What follows belongs to an exercise in optimizing a design on an open flow for small area and a short achievable clock period; a production flow would make more cautious choices. Function was checked by simulation only, so behaviour that the tests miss may differ from the original. Power and IR drop assume default switching activity.

## mul16
module mul16(
    input clk,
    input logic[15:0] a,
    input logic[15:0] b,
    output logic[31:0] r
);
    wire pp0_0;
    wire pp0_1;
    wire pp0_2;
    wire pp0_3;
    wire pp0_4;
    wire pp0_5;
    wire pp0_6;
    wire pp0_7;
    wire pp0_8;
    wire pp0_9;
    wire pp0_10;
    wire pp0_11;
    wire pp0_12;
    wire pp0_13;
    wire pp0_14;
    wire pp0_15;
    wire pp1_0;
    wire pp1_1;
    wire pp1_2;
    wire pp1_3;
    wire pp1_4;
    wire pp1_5;
    wire pp1_6;
    wire pp1_7;
    wire pp1_8;
    wire pp1_9;
    wire pp1_10;
    wire pp1_11;
    wire pp1_12;
    wire pp1_13;
    wire pp1_14;
    wire pp1_15;
    wire pp2_0;
    wire pp2_1;
    wire pp2_2;
    wire pp2_3;
    wire pp2_4;
    wire pp2_5;
    wire pp2_6;
    wire pp2_7;
    wire pp2_8;
    wire pp2_9;
    wire pp2_10;
    wire pp2_11;
    wire pp2_12;
    wire pp2_13;
    wire pp2_14;
    wire pp2_15;
    wire pp3_0;
    wire pp3_1;
    wire pp3_2;
    wire pp3_3;
    wire pp3_4;
    wire pp3_5;
    wire pp3_6;
    wire pp3_7;
    wire pp3_8;
    wire pp3_9;
    wire pp3_10;
    wire pp3_11;
    wire pp3_12;
    wire pp3_13;
    wire pp3_14;
    wire pp3_15;
  ...
==> flow/config.mk <==
export PLATFORM = sky130hd
export DESIGN_NAME = mul16
export DESIGN_NICKNAME = mul16
export VERILOG_FILES = /design/flow/design.v
export SDC_FILE = /design/flow/constraint.sdc
export NUM_CORES = 4
export LEC_CHECK = 0
export CAP_MARGIN = 20
export CORE_MARGIN = 2
export CORE_UTILIZATION = 40
export CTS_BUF_LIST = sky130_fd_sc_hd__clkbuf_8
export CTS_CLUSTER_SIZE = 12
export SETUP_SLACK_MARGIN = 2.0
export SLEW_MARGIN = 20
export SYNTH_HIERARCHICAL = 1
export SYNTH_MINIMUM_KEEP_SIZE = 0
==> flow/constraint.sdc <==
create_clock -name core_clock -period 5.5 [get_ports {clk}]
set_input_delay 1.1000 -clock core_clock [delete_from_list [all_inputs] [get_ports {clk}]]
set_output_delay 1.1000 -clock core_clock [all_outputs]
set_load 0.01 [all_outputs]
standard.sh (not shown) runs the stock make flow with config.mk's settings and CLKGATE_MAP_FILE= SYNTH_SCRIPT=/design/flow/synth_recipe.tcl, a recipe that flattens the netlist after the stock synthesis.
==> flow/flow/run.sh <==
#!/bin/bash
set -uo pipefail
here=$(pwd)
export PRE_GLOBAL_PLACE_TCL="$here/flow/inbuf.tcl"
export BUFFER_PORTS_ARGS="-outputs -buffer_cell sky130_fd_sc_hd__buf_1"
bash standard.sh > standard.log 2>&1
==> flow/flow/inbuf.tcl <==
# Sourced by ORFS's global_place.tcl just before its buffer_ports call (which then buffers
# the outputs only): buffer the input ports with buf_4 cells.
buffer_ports -inputs -buffer_cell sky130_fd_sc_hd__buf_4
The first run finished clean.
Then changed:
==> flow/flow/run.sh (replaced) <==
#!/bin/bash
# The standard layout (the standard.sh, standard synthesis unchanged), except that
# the port buffers are sky130_fd_sc_hd__buf_2 cells instead of the resizer's default pick
# (a clkdlybuf4s50_1 delay cell). Every input and output port still gets its buffer.
set -uo pipefail
export BUFFER_PORTS_ARGS="-buffer_cell sky130_fd_sc_hd__buf_2"
bash standard.sh > standard.log 2>&1
Settings changed: CTS_CLUSTER_SIZE 12 to 10, SETUP_SLACK_MARGIN 2.0 to 2.4.
removed: flow/flow/inbuf.tcl
Result: The new run produced a clean layout. Final area increases by 8.2%. Sequential power barely changes. Fmax came out higher by 1.4%.
Then changed:
Settings changed: CTS_CLUSTER_SIZE 10 to 12, SETUP_SLACK_MARGIN 2.4 to 2.0.
Result: Fmax falls slightly; final area is lower by a few percent; sequential share of layout area increases by 1.3 points; non-clock buffer count decreases by 3.
Then changed:
Settings changed: CTS_CLUSTER_SIZE 12 to 10, SETUP_SLACK_MARGIN 2.0 to 2.2.
Outcome: The new run finished with timing, DRC and antenna clean; setup slack is better by 4.4 ps; sequential share of layout area decreases by 0.58 points; synthesized area is unchanged; register-to-register slack stays flat; design area increases by 2.6%; global-route usage increases by 0.12 points; sequential cell count is unchanged; synthesized cell count is unchanged; routed wire length increases by 1.8%; power increases by 5.3%; clock power increases by about 2%.


Another version of the RTL of mul16 (not shown whole).
Size: roughly 810 cells after synthesis, ~65 I/O pins, about 8800 µm² of cells after synthesis.
==> flow/config.mk <==
export PLATFORM = sky130hd
export DESIGN_NAME = mul16
export DESIGN_NICKNAME = mul16
export VERILOG_FILES = /design/flow/design.v
export SDC_FILE = /design/flow/constraint.sdc
export NUM_CORES = 4
export LEC_CHECK = 0
export CAP_MARGIN = 20
export CORE_MARGIN = 2
export CORE_UTILIZATION = 40
export CTS_BUF_LIST = sky130_fd_sc_hd__clkbuf_8
export CTS_CLUSTER_SIZE = 12
export SETUP_SLACK_MARGIN = 2.5
export SLEW_MARGIN = 20
export SYNTH_HIERARCHICAL = 1
export SYNTH_MINIMUM_KEEP_SIZE = 0
==> flow/constraint.sdc <==
create_clock -name core_clock -period 5.5 [get_ports {clk}]
set_input_delay 1.1000 -clock core_clock [delete_from_list [all_inputs] [get_ports {clk}]]
set_output_delay 1.1000 -clock core_clock [all_outputs]
set_load 0.01 [all_outputs]
==> flow/flow/run.sh <==
#!/bin/bash
set -uo pipefail
here=$(pwd)
export BUFFER_PORTS_ARGS="-buffer_cell sky130_fd_sc_hd__buf_4"
export PRE_RESIZE_TCL="$here/flow/outbuf.tcl"
bash standard.sh > standard.log 2>&1
==> flow/flow/outbuf.tcl <==
# Sourced by ORFS's resize.tcl before repair_design: the buffer that buffer_ports put on
# each output port becomes a sky130_fd_sc_hd__buf_1.
set n 0
foreach port [get_ports -filter "direction==output"] {
  set net [get_nets [get_full_name $port]]
  foreach pin [get_pins -of_objects $net -filter "direction==output"] {
    set inst [get_cells -of_objects $pin]
    if {[get_property $inst ref_name] eq "sky130_fd_sc_hd__buf_4"} {
      replace_cell $inst sky130_fd_sc_hd__buf_1
      incr n
    }
  }
}
puts "outbuf.tcl: $n output buffers made buf_1"
Next try:
- CORE_UTILIZATION: 40 -> 45
- SETUP_SLACK_MARGIN: 2.5 -> 2.0
Result: The new run produced a clean layout; worst hold slack hardly moves; total power fell by a little under a tenth; global-route usage rose by 2.8 points; setup slack degrades by 0.12 ns; cell area fell by roughly a tenth; fmax fell by a few percent; critical path depth fell by 3; via count fell by a few percent; count of clock-buffer cells in the layout is unchanged.

[static timing again, ports no longer ideal]
No port has a modelled driver above. Below, the same layouts with a new extraction and two added sets of constraints.
Step 1 sets driving cells, clkbuf_16 on the clock port and buf_2 on the other inputs (assumed; they add their load-dependent delay and slew).
Step 2 also shifts input and output timing later by t, the mid clock arrival at the registers, as if the neighbouring blocks saw the same clock.
Slacks: no drivers / after step 1 / after step 2; pairs: no drivers / after step 1.
run | shift t [ns] | slack for setup (ns) | worst setup path after step 2 | worst data-port slew with drivers (ns) | pins driven straight from the clock port
the first run of note 1 | 0.432 | 2.162 / 2.162 / 1.774 | input to register | 0.47 | 1
the second run of note 1 | 0.438 | 2.208 / 2.208 / 2.034 | input to register | 0.05 | 1
the third run of note 1 | 0.434 | 2.185 / 2.168 / 1.734 | input to register | 0.07 | 1
the fourth run of note 1 | 0.442 | 2.189 / 2.189 / 1.875 | input to register | 0.04 | 1
the first run of note 2 | 0.427 | 2.344 / 2.256 / 1.829 | input to register | 0.17 | 1
the second run of note 2 | 0.415 | 2.226 / 2.229 / 1.814 | input to register | 0.04 | 1
After both steps every run listed still meets setup and hold. For the first run of note 2, which loses most, drivers alone change the setup slack by -0.088 ns; drivers and shift together by -0.515 ns.
